This design comes from an exercise in tuning for small area, a short achievable clock period and few clock cycles per item on the open sky130 flow, not from production work.

==> inputs of nickel <==
## mmult
module mmult(
  input  clk,                  
  input  reset_n,              
  input  enable,               
  input  [0:9*8-1] A_mat,      
  input  [0:9*8-1] B_mat,      
  output reg valid,            
  output reg [0:9*17-1] C_mat  
);
==> flow/config.mk <==
export PLATFORM = sky130hd
export DESIGN_NAME = mmult
export DESIGN_NICKNAME = mmult
export VERILOG_FILES = /design/flow/design.v
export SDC_FILE = /design/flow/constraint.sdc
export NUM_CORES = 4
export LEC_CHECK = 0
export CAP_MARGIN = 20
export CORE_MARGIN = 2
export CORE_UTILIZATION = 40
export SLEW_MARGIN = 20
export SYNTH_HIERARCHICAL = 1
==> flow/constraint.sdc <==
create_clock -name core_clock -period 9.0 [get_ports {clk}]
set_input_delay 1.8000 -clock core_clock [delete_from_list [all_inputs] [get_ports {clk}]]
set_output_delay 1.8000 -clock core_clock [all_outputs]
set_load 0.01 [all_outputs]
run.sh (not shown) runs the stock make flow with config.mk's settings and CLKGATE_MAP_FILE= SYNTH_SCRIPT=/design/flow/synth_recipe.tcl, a recipe that flattens the netlist after the stock synthesis.
==> inputs of xenon, as changes to nickel <==
--- a/flow/design.v
+++ b/flow/design.v
@@ -6524,19 +6524,48 @@
   wire [16:0] x6_0 = {~e6_c1175, ~e6_c1174, ~e6_c1170, ~e6_c1163, ~e6_c1153, ~e6_c1140, ~e6_s1140, ~e6_c1106, ~e6_s1106, ~e6_s1086, ~e6_s1066, ~e6_s1049, ~e6_s1035, ~e6_s1024, ~e6_s1015, ~e6_s1011, ~e6_s1008};
   wire [16:0] x6_1 = {1'b0, ~e6_s1175, ~e6_s1174, ~e6_s1170, ~e6_s1163, ~e6_s1153, 1'b0, ~e6_s1124, 1'b0, 1'b0, 1'b0, 1'b0, 1'b0, 1'b0, ~e6_s1016, 1'b0, 1'b0};
   wire [16:0] x7_0 = {~e7_c1343, ~e7_c1342, ~e7_c1338, ~e7_c1331, ~e7_c1321, ~e7_c1308, ~e7_s1308, ~e7_c1274, ~e7_s1274, ~e7_s1254, ~e7_s1234, ~e7_s1217, ~e7_s1203, ~e7_s1192, ~e7_s1183, ~e7_s1179, ~e7_s1176};
   wire [16:0] x7_1 = {1'b0, ~e7_s1343, ~e7_s1342, ~e7_s1338, ~e7_s1331, ~e7_s1321, 1'b0, ~e7_s1292, 1'b0, 1'b0, 1'b0, 1'b0, 1'b0, 1'b0, ~e7_s1184, 1'b0, 1'b0};
   wire [16:0] x8_0 = {~e8_c1511, ~e8_c1510, ~e8_c1506, ~e8_c1499, ~e8_c1489, ~e8_c1476, ~e8_s1476, ~e8_c1442, ~e8_s1442, ~e8_s1422, ~e8_s1402, ~e8_s1385, ~e8_s1371, ~e8_s1360, ~e8_s1351, ~e8_s1347, ~e8_s1344};
   wire [16:0] x8_1 = {1'b0, ~e8_s1511, ~e8_s1510, ~e8_s1506, ~e8_s1499, ~e8_s1489, 1'b0, ~e8_s1460, 1'b0, 1'b0, 1'b0, 1'b0, 1'b0, 1'b0, ~e8_s1352, 1'b0, 1'b0};
   always @(posedge clk) valid <= reset_n & enable;
+  reg [16:0] r0_0, r0_1;
+  reg [16:0] r1_0, r1_1;
+  reg [16:0] r2_0, r2_1;
+  reg [16:0] r3_0, r3_1;
+  reg [16:0] r4_0, r4_1;
+  reg [16:0] r5_0, r5_1;
+  reg [16:0] r6_0, r6_1;
+  reg [16:0] r7_0, r7_1;
+  reg [16:0] r8_0, r8_1;
   always @(posedge clk) begin
-    C_mat[0:16] <= x0_0 + x0_1;
-    C_mat[17:33] <= x1_0 + x1_1;
-    C_mat[34:50] <= x2_0 + x2_1;
-    C_mat[51:67] <= x3_0 + x3_1;
-    C_mat[68:84] <= x4_0 + x4_1;
-    C_mat[85:101] <= x5_0 + x5_1;
-    C_mat[102:118] <= x6_0 + x6_1;
-    C_mat[119:135] <= x7_0 + x7_1;
-    C_mat[136:152] <= x8_0 + x8_1;
+    r0_0 <= x0_0;
+    r0_1 <= x0_1;
+    r1_0 <= x1_0;
+    r1_1 <= x1_1;
+    r2_0 <= x2_0;
+    r2_1 <= x2_1;
+    r3_0 <= x3_0;
+    r3_1 <= x3_1;
+    r4_0 <= x4_0;
+    r4_1 <= x4_1;
+    r5_0 <= x5_0;
+    r5_1 <= x5_1;
+    r6_0 <= x6_0;
+    r6_1 <= x6_1;
+    r7_0 <= x7_0;
+    r7_1 <= x7_1;
+    r8_0 <= x8_0;
+    r8_1 <= x8_1;
+  end
+  always @* begin
+    C_mat[0:16] = r0_0 + r0_1;
+    C_mat[17:33] = r1_0 + r1_1;
+    C_mat[34:50] = r2_0 + r2_1;
+    C_mat[51:67] = r3_0 + r3_1;
+    C_mat[68:84] = r4_0 + r4_1;
+    C_mat[85:101] = r5_0 + r5_1;
+    C_mat[102:118] = r6_0 + r6_1;
+    C_mat[119:135] = r7_0 + r7_1;
+    C_mat[136:152] = r8_0 + r8_1;
   end
 endmodule
==> flow/config.mk (replaced) <==
export PLATFORM = sky130hd
export DESIGN_NAME = mmult
export DESIGN_NICKNAME = mmult
export VERILOG_FILES = /design/flow/design.v
export SDC_FILE = /design/flow/constraint.sdc
export NUM_CORES = 4
export LEC_CHECK = 0
export CAP_MARGIN = 20
export CORE_MARGIN = 2
export CORE_UTILIZATION = 40
export SETUP_SLACK_MARGIN = 2.5
export SLEW_MARGIN = 70
export SYNTH_HIERARCHICAL = 1
==> inputs of zinc, as changes to nickel <==
--- a/flow/design.v
+++ b/flow/design.v
@@ -6524,19 +6524,48 @@
   wire [16:0] x6_0 = {~e6_c1175, ~e6_c1174, ~e6_c1170, ~e6_c1163, ~e6_c1153, ~e6_c1140, ~e6_s1140, ~e6_c1106, ~e6_s1106, ~e6_s1086, ~e6_s1066, ~e6_s1049, ~e6_s1035, ~e6_s1024, ~e6_s1015, ~e6_s1011, ~e6_s1008};
   wire [16:0] x6_1 = {1'b0, ~e6_s1175, ~e6_s1174, ~e6_s1170, ~e6_s1163, ~e6_s1153, 1'b0, ~e6_s1124, 1'b0, 1'b0, 1'b0, 1'b0, 1'b0, 1'b0, ~e6_s1016, 1'b0, 1'b0};
   wire [16:0] x7_0 = {~e7_c1343, ~e7_c1342, ~e7_c1338, ~e7_c1331, ~e7_c1321, ~e7_c1308, ~e7_s1308, ~e7_c1274, ~e7_s1274, ~e7_s1254, ~e7_s1234, ~e7_s1217, ~e7_s1203, ~e7_s1192, ~e7_s1183, ~e7_s1179, ~e7_s1176};
   wire [16:0] x7_1 = {1'b0, ~e7_s1343, ~e7_s1342, ~e7_s1338, ~e7_s1331, ~e7_s1321, 1'b0, ~e7_s1292, 1'b0, 1'b0, 1'b0, 1'b0, 1'b0, 1'b0, ~e7_s1184, 1'b0, 1'b0};
   wire [16:0] x8_0 = {~e8_c1511, ~e8_c1510, ~e8_c1506, ~e8_c1499, ~e8_c1489, ~e8_c1476, ~e8_s1476, ~e8_c1442, ~e8_s1442, ~e8_s1422, ~e8_s1402, ~e8_s1385, ~e8_s1371, ~e8_s1360, ~e8_s1351, ~e8_s1347, ~e8_s1344};
   wire [16:0] x8_1 = {1'b0, ~e8_s1511, ~e8_s1510, ~e8_s1506, ~e8_s1499, ~e8_s1489, 1'b0, ~e8_s1460, 1'b0, 1'b0, 1'b0, 1'b0, 1'b0, 1'b0, ~e8_s1352, 1'b0, 1'b0};
   always @(posedge clk) valid <= reset_n & enable;
+  reg [16:0] r0_0, r0_1;
+  reg [16:0] r1_0, r1_1;
+  reg [16:0] r2_0, r2_1;
+  reg [16:0] r3_0, r3_1;
+  reg [16:0] r4_0, r4_1;
+  reg [16:0] r5_0, r5_1;
+  reg [16:0] r6_0, r6_1;
+  reg [16:0] r7_0, r7_1;
+  reg [16:0] r8_0, r8_1;
   always @(posedge clk) begin
-    C_mat[0:16] <= x0_0 + x0_1;
-    C_mat[17:33] <= x1_0 + x1_1;
-    C_mat[34:50] <= x2_0 + x2_1;
-    C_mat[51:67] <= x3_0 + x3_1;
-    C_mat[68:84] <= x4_0 + x4_1;
-    C_mat[85:101] <= x5_0 + x5_1;
-    C_mat[102:118] <= x6_0 + x6_1;
-    C_mat[119:135] <= x7_0 + x7_1;
-    C_mat[136:152] <= x8_0 + x8_1;
+    r0_0 <= x0_0;
+    r0_1 <= x0_1;
+    r1_0 <= x1_0;
+    r1_1 <= x1_1;
+    r2_0 <= x2_0;
+    r2_1 <= x2_1;
+    r3_0 <= x3_0;
+    r3_1 <= x3_1;
+    r4_0 <= x4_0;
+    r4_1 <= x4_1;
+    r5_0 <= x5_0;
+    r5_1 <= x5_1;
+    r6_0 <= x6_0;
+    r6_1 <= x6_1;
+    r7_0 <= x7_0;
+    r7_1 <= x7_1;
+    r8_0 <= x8_0;
+    r8_1 <= x8_1;
+  end
+  always @* begin
+    C_mat[0:16] = r0_0 + r0_1;
+    C_mat[17:33] = r1_0 + r1_1;
+    C_mat[34:50] = r2_0 + r2_1;
+    C_mat[51:67] = r3_0 + r3_1;
+    C_mat[68:84] = r4_0 + r4_1;
+    C_mat[85:101] = r5_0 + r5_1;
+    C_mat[102:118] = r6_0 + r6_1;
+    C_mat[119:135] = r7_0 + r7_1;
+    C_mat[136:152] = r8_0 + r8_1;
   end
 endmodule
--- a/flow/config.mk
+++ b/flow/config.mk
@@ -4,9 +4,10 @@
 export VERILOG_FILES = /design/flow/design.v
 export SDC_FILE = /design/flow/constraint.sdc
 export NUM_CORES = 4
 export LEC_CHECK = 0
 export CAP_MARGIN = 20
 export CORE_MARGIN = 2
 export CORE_UTILIZATION = 40
+export SETUP_SLACK_MARGIN = 2.5
 export SLEW_MARGIN = 20
 export SYNTH_HIERARCHICAL = 1
==> flow_summary_export.csv <==
group,metric,value,unit
finish,seq_share,0.0820,
finish,seqCellArea,0.00434,mm2
grt,grt_pass1_wl,255000,um
worst_setup_path,crit_slowest_cell,"fa_1",
clocking,h-tree-depth,2,
outcome,outcome,"timing/DRC/antenna clean",
finish,final_cell_mix,"1,756 x nand2_1, 1,512 x fa_1, 236 x buf_4",
timing,worst_slack,2.65,ns
timing,slew_headroom,0.685,
Source of the figures above: xenon

==> flow_summary_export.csv <==
group,metric,value,unit
outcome,outcome,"timing/DRC/antenna clean",
finish,seq_share,0.0827,
finish,seqCellArea,0.00434,mm2
grt,grt_pass1_wl,255000,um
timing,slew_headroom,0.186,
clocking,h-tree-depth,2,
Source of the figures above: zinc

==> flow_summary_export.csv <==
group,metric,value,unit
finish,seqCellArea,0.00308,mm2
timing,slew_headroom,0.414,
finish,seq_share,0.0582,
clocking,h-tree-depth,4,
outcome,outcome,"timing/DRC/antenna clean",
Source of the figures above: nickel

No functional check of the RTL was part of any run of this note.

re-timing with driven ports:
The flow's constraints put no driver on any port. The routed layouts listed below were extracted and timed again, unchanged, in two steps.
Step 1 sets driving cells, clkbuf_16 on the clock port and buf_2 on the other inputs (assumed; they add their load-dependent delay and slew).
Step 2, shift: input delay + t, output delay - t, t = (earliest + latest rising clock arrival at the registers) / 2. This alone moves slack from input paths to output paths.
Slacks: ideal / step 1 / step 2; pairs: ideal / step 1.
run	t (ns)	slack for setup (ns)	worst setup path after step 2	cell pins on the clock port's net
nickel	0.613	0.998 / 0.974 / 0.361	input to register	1
xenon	0.660	2.650 / 2.604 / 1.944	input to register	1
zinc	0.667	2.525 / 2.541 / 1.874	input to register	1
After both steps setup and hold are still met in every run listed. The setup slack of xenon, which loses most, moves by -0.046 ns with the drivers and by -0.706 ns with both steps.
